This is an optimization exercise on Yosys and OpenROAD, whose aim is small area, a short achievable clock period and few clock cycles per item, not a production implementation.
The RTL was checked by simulation tests, not by an equivalence proof against the original design.

==> inputs of job 4702 <==
==> flow/design.v (excerpt) <==
module mult(
	input clk, rst, start, in_is_signed,
	input [31:0] in_a, in_b,
	output mult_status,
	output [63:0] s);
Settings: LEC_CHECK=0, ABC_AREA=1, CAP_MARGIN=20, CORE_MARGIN=2, CORE_UTILIZATION=40, SLEW_MARGIN=20, SYNTH_HIERARCHICAL=1; clock period 50.0 ns.
run.sh (not shown) runs the stock make flow with config.mk's settings and CLKGATE_MAP_FILE= SYNTH_SCRIPT=/design/flow/synth_recipe.tcl, a recipe that flattens the netlist after the stock synthesis.
==> inputs of job 3648, as changes to job 4702 <==
--- a/flow/design.v
+++ b/flow/design.v
@@ -1,14 +1,16 @@
 module mult(
 	input clk, rst, start, in_is_signed,
 	input [31:0] in_a, in_b,
 	output mult_status,
 	output [63:0] s);
-	reg [32:0] n;	 
+	reg [32:0] n_b;	 
+	wire [32:0] n = ~n_b;
 	reg busy;
-	reg [8:0] one, two, neg;	 
+	reg [8:0] one_b, two_b, neg;	 
+	wire [8:0] one = ~one_b, two = ~two_b;
 	reg [17:0] wlo;	 
 	reg [45:0] acc;	 
 	assign mult_status = busy;
 	wire sha = &in_a[31:17] | ~|in_a[31:17];
 	wire shb = &in_b[31:17] | ~|in_b[31:17];
 	wire use_a = sha & ~shb;
@@ -48,20 +50,20 @@
 	assign neg_n[8] = wn[18];
 	always @(posedge clk) begin
 		if (rst) begin
 			busy <= 1'b0;
 		end else if (!busy) begin
 			if (start) begin
-				n <= {in_is_signed & nn[31], nn};
-				one <= one_n; two <= two_n; neg <= neg_n;
+				n_b <= ~{in_is_signed & nn[31], nn};
+				one_b <= ~one_n; two_b <= ~two_n; neg <= neg_n;
 				acc <= (corr & (sha | shb)) ? {nn, 14'b0} : 46'b0;
 				busy <= ~(sha | shb);
 			end
 		end else begin
 			acc <= s[45:0];
-			one <= one_n; two <= two_n; neg <= neg_n;
+			one_b <= ~one_n; two_b <= ~two_n; neg <= neg_n;
 			busy <= 1'b0;
 		end
 	end
 	always @(posedge clk)
 		wlo <= mlo;
 	wire [34:0] nx = {n[32], n, 1'b0};
==> flow/flow/run.sh (new file) <==
#!/bin/bash
set -euo pipefail
export BUFFER_PORTS_ARGS="-buffer_cell sky130_fd_sc_hd__buf_2"
bash standard.sh > standard.log 2>&1
==> flow/standard.sh (new file) <==
#!/bin/bash
# synth_recipe.tcl (not shown) runs the flow's synth.tcl, then flattens the netlist and writes it again
# the make line also repeats each setting of config.mk as NAME=value (left out here)
make -C /OpenROAD-flow-scripts/flow DESIGN_CONFIG=/design/flow/config.mk WORK_HOME=/design/flow/orfs CLKGATE_MAP_FILE= SYNTH_SCRIPT=/design/flow/synth_recipe.tcl "${@:-finish}"
removed: flow/run.sh
==> inputs of job 5160, as changes to job 4702 <==
==> flow/flow/run.sh (new file) <==
#!/bin/bash
set -euo pipefail
export BUFFER_PORTS_ARGS="-buffer_cell sky130_fd_sc_hd__buf_2"
bash standard.sh > standard.log 2>&1
==> flow/standard.sh (new file) <==
#!/bin/bash
# synth_recipe.tcl (not shown) runs the flow's synth.tcl, then flattens the netlist and writes it again
# the make line also repeats each setting of config.mk as NAME=value (left out here)
make -C /OpenROAD-flow-scripts/flow DESIGN_CONFIG=/design/flow/config.mk WORK_HOME=/design/flow/orfs CLKGATE_MAP_FILE= SYNTH_SCRIPT=/design/flow/synth_recipe.tcl "${@:-finish}"
removed: flow/run.sh
==> notes.md <==
|  | job 5160 | job 3648 | job 4702 |
|---|---|---|---|
| Most used cell, CP | nand2_1 | nand2_1 | - |
| Count of filler cells inserted in the layout | 4656 | 4662 | 4620 |
| Via count of the first global-routing pass | 16100 | 16500 | 16300 |
| Post-synthesis sequential area ratio | 18.6% | 18.6% | 18.6% |
| XOR/XNOR Fraction of Synth Area | 15.6% | 15.2% | 15.6% |
| Post-synthesis cell type count | 37 | 39 | 37 |
| Worst Path Buf+Inv | 2 | 1 | 3 |
| Share of layout cells above drive strength 1 | 10.7% | 11.7% | 4.41% |
| Met1 Resource Use GR | 33.9% | 33.8% | 34.6% |
| Drt wl/cell | 23.4 um | 23.8 um | 23.5 um |
| Arrival @ worst endpoint | 7.11 ns | 6.75 ns | 7.48 ns |
| Number of search-and-repair iterations in the first detailed-routing pass | 6 | 7 | 5 |
| Number of combinational gates with multiple inputs | 1582 | 1550 | 1582 |
| Final estimated routing congestion in global placement | 0.933 | 0.932 | 0.956 |
| Signal buffers share of area | 4.26% | 4.72% | 7.28% |
| Final core occ | 43.9% | 43.6% | 45.2% |
| Initial detailed-routing violation count | 1571 | 1791 | 1462 |
| Final nets | 2531 | 2487 | 2533 |
| Maximum number of pins on one net before global-route repair | 75 | 88 | 75 |
| Syn Std Cell Area | 19100 um^2 | 19100 um^2 | 19100 um^2 |
| Synth-to-Final Area Change | 8.69% | 8.13% | 12.1% |
| Die width | 223 um | 223 um | 223 um |
| Run status | timing/DRC/antenna clean | timing/DRC/antenna clean | timing/DRC/antenna clean |
| Capture endpoint of the worst hold path | busy | neg[0] | neg[8] |
| Number of antenna violations at the first check in global routing | 0 | 1 | 0 |
Testbench counts of job 4702, summed over its fixed seeds: cycles 4,019, items 3,200.
Testbench counts of job 3648, summed over its fixed seeds: cycles 4,019, items 3,200.
Testbench counts of job 5160, summed over its fixed seeds: cycles 4,019, items 3,200.

========
==> run a: inputs <==
mult, a different RTL version from the one above (not shown whole).
Settings: LEC_CHECK=0, ABC_AREA=1, CAP_MARGIN=20, CORE_MARGIN=2, CORE_UTILIZATION=40, CTS_BUF_LIST=sky130_fd_sc_hd__clkbuf_8, SLEW_MARGIN=20, SYNTH_HIERARCHICAL=1; clock period 50.0 ns.
standard.sh (not shown) runs the stock make flow with config.mk's settings and CLKGATE_MAP_FILE= SYNTH_SCRIPT=/design/flow/synth_recipe.tcl, a recipe that flattens the netlist after the stock synthesis.
==> flow/flow/run.sh <==
#!/bin/bash
set -euo pipefail
export BUFFER_PORTS_ARGS="-buffer_cell sky130_fd_sc_hd__buf_2"
bash standard.sh > standard.log 2>&1
==> run b: changes against run a <==
--- a/flow/design.v
+++ b/flow/design.v
@@ -886,11 +886,76 @@
 	assign hc522 = acc[46];
 	assign hs523 = ~acc[47];
 	assign hc524 = acc[47];
 	wire [63:0] rx = {hc522, hc520, hc518, hc516, hc514, hc512, hc510, hc508, hc506, hc504, hc502, hc500, hc498, hc496, hc494, fc492, fc490, fc488, fc486, fc484, fc482, fc480, fc478, fc476, fc474, fc472, fc470, fc468, fc466, fc464, fc462, fc460, fc458, fc456, fc454, fc452, fc450, fc448, fc446, fc444, fc442, fc440, fc438, fc436, fc434, fc432, fc430, fc428, fc426, fc424, fc422, fc420, fc418, fc416, fc414, fc412, fc410, fc408, fc406, hc404, hc402, hs401, pp0[1], neg[0]};
 	wire [63:0] ry = {hs523, hs521, hs519, hs517, hs515, hs513, hs511, hs509, hs507, hs505, hs503, hs501, hs499, hs497, hs495, hs493, fs491, fs489, fs487, fs485, fs483, fs481, fs479, fs477, fs475, fs473, fs471, fs469, fs467, fs465, fs463, fs461, fs459, fs457, fs455, fs453, fs451, fs449, fs447, fs445, fs443, fs441, fs439, fs437, fs435, fs433, fs431, fs429, fs427, fs425, fs423, fs421, fs419, fs417, fs415, fs413, fs411, fs409, fs407, fs405, hs403, pp1[0], 1'b0, pp0[0]};
-	wire [63:0] g0 = rx & ry, p0 = rx ^ ry;
+	wire [63:0] g0, p0;
+	mult_ha u_pg0 (.a(rx[0]), .b(ry[0]), .s(p0[0]), .co(g0[0]));
+	assign p0[1] = rx[1];
+	assign g0[1] = 1'b0;
+	mult_ha u_pg2 (.a(rx[2]), .b(ry[2]), .s(p0[2]), .co(g0[2]));
+	mult_ha u_pg3 (.a(rx[3]), .b(ry[3]), .s(p0[3]), .co(g0[3]));
+	mult_ha u_pg4 (.a(rx[4]), .b(ry[4]), .s(p0[4]), .co(g0[4]));
+	mult_ha u_pg5 (.a(rx[5]), .b(ry[5]), .s(p0[5]), .co(g0[5]));
+	mult_ha u_pg6 (.a(rx[6]), .b(ry[6]), .s(p0[6]), .co(g0[6]));
+	mult_ha u_pg7 (.a(rx[7]), .b(ry[7]), .s(p0[7]), .co(g0[7]));
+	mult_ha u_pg8 (.a(rx[8]), .b(ry[8]), .s(p0[8]), .co(g0[8]));
+	mult_ha u_pg9 (.a(rx[9]), .b(ry[9]), .s(p0[9]), .co(g0[9]));
+	mult_ha u_pg10 (.a(rx[10]), .b(ry[10]), .s(p0[10]), .co(g0[10]));
+	mult_ha u_pg11 (.a(rx[11]), .b(ry[11]), .s(p0[11]), .co(g0[11]));
+	mult_ha u_pg12 (.a(rx[12]), .b(ry[12]), .s(p0[12]), .co(g0[12]));
+	mult_ha u_pg13 (.a(rx[13]), .b(ry[13]), .s(p0[13]), .co(g0[13]));
+	mult_ha u_pg14 (.a(rx[14]), .b(ry[14]), .s(p0[14]), .co(g0[14]));
+	mult_ha u_pg15 (.a(rx[15]), .b(ry[15]), .s(p0[15]), .co(g0[15]));
+	mult_ha u_pg16 (.a(rx[16]), .b(ry[16]), .s(p0[16]), .co(g0[16]));
+	mult_ha u_pg17 (.a(rx[17]), .b(ry[17]), .s(p0[17]), .co(g0[17]));
+	mult_ha u_pg18 (.a(rx[18]), .b(ry[18]), .s(p0[18]), .co(g0[18]));
+	mult_ha u_pg19 (.a(rx[19]), .b(ry[19]), .s(p0[19]), .co(g0[19]));
+	mult_ha u_pg20 (.a(rx[20]), .b(ry[20]), .s(p0[20]), .co(g0[20]));
+	mult_ha u_pg21 (.a(rx[21]), .b(ry[21]), .s(p0[21]), .co(g0[21]));
+	mult_ha u_pg22 (.a(rx[22]), .b(ry[22]), .s(p0[22]), .co(g0[22]));
+	mult_ha u_pg23 (.a(rx[23]), .b(ry[23]), .s(p0[23]), .co(g0[23]));
+	mult_ha u_pg24 (.a(rx[24]), .b(ry[24]), .s(p0[24]), .co(g0[24]));
+	mult_ha u_pg25 (.a(rx[25]), .b(ry[25]), .s(p0[25]), .co(g0[25]));
+	mult_ha u_pg26 (.a(rx[26]), .b(ry[26]), .s(p0[26]), .co(g0[26]));
+	mult_ha u_pg27 (.a(rx[27]), .b(ry[27]), .s(p0[27]), .co(g0[27]));
+	mult_ha u_pg28 (.a(rx[28]), .b(ry[28]), .s(p0[28]), .co(g0[28]));
+	mult_ha u_pg29 (.a(rx[29]), .b(ry[29]), .s(p0[29]), .co(g0[29]));
+	mult_ha u_pg30 (.a(rx[30]), .b(ry[30]), .s(p0[30]), .co(g0[30]));
+	mult_ha u_pg31 (.a(rx[31]), .b(ry[31]), .s(p0[31]), .co(g0[31]));
+	mult_ha u_pg32 (.a(rx[32]), .b(ry[32]), .s(p0[32]), .co(g0[32]));
+	mult_ha u_pg33 (.a(rx[33]), .b(ry[33]), .s(p0[33]), .co(g0[33]));
+	mult_ha u_pg34 (.a(rx[34]), .b(ry[34]), .s(p0[34]), .co(g0[34]));
+	mult_ha u_pg35 (.a(rx[35]), .b(ry[35]), .s(p0[35]), .co(g0[35]));
+	mult_ha u_pg36 (.a(rx[36]), .b(ry[36]), .s(p0[36]), .co(g0[36]));
+	mult_ha u_pg37 (.a(rx[37]), .b(ry[37]), .s(p0[37]), .co(g0[37]));
+	mult_ha u_pg38 (.a(rx[38]), .b(ry[38]), .s(p0[38]), .co(g0[38]));
+	mult_ha u_pg39 (.a(rx[39]), .b(ry[39]), .s(p0[39]), .co(g0[39]));
+	mult_ha u_pg40 (.a(rx[40]), .b(ry[40]), .s(p0[40]), .co(g0[40]));
+	mult_ha u_pg41 (.a(rx[41]), .b(ry[41]), .s(p0[41]), .co(g0[41]));
+	mult_ha u_pg42 (.a(rx[42]), .b(ry[42]), .s(p0[42]), .co(g0[42]));
+	mult_ha u_pg43 (.a(rx[43]), .b(ry[43]), .s(p0[43]), .co(g0[43]));
+	mult_ha u_pg44 (.a(rx[44]), .b(ry[44]), .s(p0[44]), .co(g0[44]));
+	mult_ha u_pg45 (.a(rx[45]), .b(ry[45]), .s(p0[45]), .co(g0[45]));
+	mult_ha u_pg46 (.a(rx[46]), .b(ry[46]), .s(p0[46]), .co(g0[46]));
+	mult_ha u_pg47 (.a(rx[47]), .b(ry[47]), .s(p0[47]), .co(g0[47]));
+	mult_ha u_pg48 (.a(rx[48]), .b(ry[48]), .s(p0[48]), .co(g0[48]));
+	mult_ha u_pg49 (.a(rx[49]), .b(ry[49]), .s(p0[49]), .co(g0[49]));
+	mult_ha u_pg50 (.a(rx[50]), .b(ry[50]), .s(p0[50]), .co(g0[50]));
+	mult_ha u_pg51 (.a(rx[51]), .b(ry[51]), .s(p0[51]), .co(g0[51]));
+	mult_ha u_pg52 (.a(rx[52]), .b(ry[52]), .s(p0[52]), .co(g0[52]));
+	mult_ha u_pg53 (.a(rx[53]), .b(ry[53]), .s(p0[53]), .co(g0[53]));
+	mult_ha u_pg54 (.a(rx[54]), .b(ry[54]), .s(p0[54]), .co(g0[54]));
+	mult_ha u_pg55 (.a(rx[55]), .b(ry[55]), .s(p0[55]), .co(g0[55]));
+	mult_ha u_pg56 (.a(rx[56]), .b(ry[56]), .s(p0[56]), .co(g0[56]));
+	mult_ha u_pg57 (.a(rx[57]), .b(ry[57]), .s(p0[57]), .co(g0[57]));
+	mult_ha u_pg58 (.a(rx[58]), .b(ry[58]), .s(p0[58]), .co(g0[58]));
+	mult_ha u_pg59 (.a(rx[59]), .b(ry[59]), .s(p0[59]), .co(g0[59]));
+	mult_ha u_pg60 (.a(rx[60]), .b(ry[60]), .s(p0[60]), .co(g0[60]));
+	mult_ha u_pg61 (.a(rx[61]), .b(ry[61]), .s(p0[61]), .co(g0[61]));
+	mult_ha u_pg62 (.a(rx[62]), .b(ry[62]), .s(p0[62]), .co(g0[62]));
+	mult_ha u_pg63 (.a(rx[63]), .b(ry[63]), .s(p0[63]), .co(g0[63]));
 	wire gu1_1 = g0[1] | (p0[1] & g0[0]);
 	wire pu1_1 = p0[1] & p0[0];
 	wire gu1_3 = g0[3] | (p0[3] & g0[2]);
 	wire pu1_3 = p0[3] & p0[2];
 	wire gu1_5 = g0[5] | (p0[5] & g0[4]);
==> flow/flow/run.sh (replaced) <==
#!/bin/bash
set -euo pipefail
export BUFFER_PORTS_ARGS="-buffer_cell sky130_fd_sc_hd__buf_1"
export PRE_RESIZE_TCL="$PWD/flow/outbuf.tcl"
bash standard.sh > standard.log 2>&1
==> flow/flow/outbuf.tcl (new file) <==
# Make the buffer that drives each output port a buf_2.
set n 0
foreach port [get_ports -filter "direction == output"] {
  foreach pin [get_pins -of_objects [get_nets -of_objects $port] -filter "direction == output"] {
    set inst [get_cells -of_objects $pin]
    if { [get_property [get_lib_cells -of_objects $inst] name] == "sky130_fd_sc_hd__buf_1" } {
      replace_cell $inst sky130_fd_sc_hd__buf_2
      incr n
    }
  }
}
puts "outbuf.tcl: $n output buffers made buf_2"
--- a/flow/config.mk
+++ b/flow/config.mk
@@ -8,7 +8,7 @@
 export ABC_AREA = 1
 export CAP_MARGIN = 20
 export CORE_MARGIN = 2
 export CORE_UTILIZATION = 40
 export CTS_BUF_LIST = sky130_fd_sc_hd__clkbuf_8
-export SLEW_MARGIN = 20
+export SLEW_MARGIN = 40
 export SYNTH_HIERARCHICAL = 1
==> run c: changes against run a <==
--- a/flow/config.mk
+++ b/flow/config.mk
@@ -7,8 +7,7 @@
 export LEC_CHECK = 0
 export ABC_AREA = 1
 export CAP_MARGIN = 20
 export CORE_MARGIN = 2
 export CORE_UTILIZATION = 40
-export CTS_BUF_LIST = sky130_fd_sc_hd__clkbuf_8
 export SLEW_MARGIN = 20
 export SYNTH_HIERARCHICAL = 1
==> comparison table <==
quantity                                                            run c           run a                      run b
First DRT Iteration DRCs                                             1539            1565                          -
Antenna Nets Post-Route                                                 0               0                          -
Number of global-route vias before repair                           15900           15900                          -
GR Layer Usage met3                                                 6.00%           6.08%                          -
Max-cap check violation count                                           0               0                          -
Launch instance of the worst min-delay path                wlo[1]$_DFF_P_  wlo[1]$_DFF_P_                          -
Routed met2 length                                               26300 um        26300 um                          -
Largest net degree at the start of global routing                      65              65                          -
Fraction of the mapped netlist area in compound gates               12.6%           12.6%                      12.5%
Ratio of final minimum period to clock period                       33.0%           33.0%                          -
Run status                                       timing/DRC/antenna clean  timing/DRC/antenna clean  aborted with a tool error
Last stage reached                                                      -               -           placement repair
Sequential element share of the synthesized area                    19.1%           19.1%                      19.1%
Setup bufs post-CTS                                                     0               0                          -
Remaining DRCs                                                          0               0                          -
Multi-input gate area                                          0.0134 mm2      0.0134 mm2                          -
Critical path required time                                      40.00 ns        40.00 ns                          -
Final layout net count                                               2449            2449                          -
Cells on Worst Hold Path                                                2               2                          -
Share of the final layout cell area in multi-input gates            67.8%           68.4%                          -
Largest register FFs                                                   48              48                          -
Worst-margin pin slew                                            0.911 ns        0.923 ns                          -
Clock insertion delay at the later pin of the skew report         0.44 ns         0.48 ns                          -
Register Area                                                 0.00349 mm2     0.00349 mm2                          -
Tapcells inserted                                                     600             600                          -
Testbench counts of run a, summed over its fixed seeds: cycles 4,019, items 3,200.
Testbench counts of run b, summed over its fixed seeds: cycles 4,019, items 3,200.
Testbench counts of run c, summed over its fixed seeds: cycles 4,019, items 3,200.

==> what the ideal ports hide <==
How much do the figures lean on ideal ports? The routed layouts below were timed once more, with nothing changed but the port constraints. Step 1 sets driving cells, clkbuf_16 on the clock port and buf_2 on the other inputs (assumed; they add their load-dependent delay and slew). Step 2 times the ports against the registers' clock, not the clock port: input delays grow and output delays shrink by t, the midpoint of the rising clock arrivals with the driver on. Slacks: ideal / step 1 / step 2; pairs: ideal / step 1.
run | t (ns) | setup slack, ns | clock arrival spread, ns
job 4702 | 0.498 | 32.523 / 32.471 / 32.969 | 0.014 / 0.014
job 3648 | 0.487 | 33.249 / 33.198 / 33.686 | 0.016 / 0.015
job 5160 | 0.492 | 32.892 / 32.839 / 33.331 | 0.009 / 0.009
run a | 0.518 | 33.483 / 33.440 / 33.958 | 0.016 / 0.016
run c | 0.484 | 33.520 / 33.472 / 33.957 | 0.011 / 0.011
After both steps setup and hold are still met in every run listed.
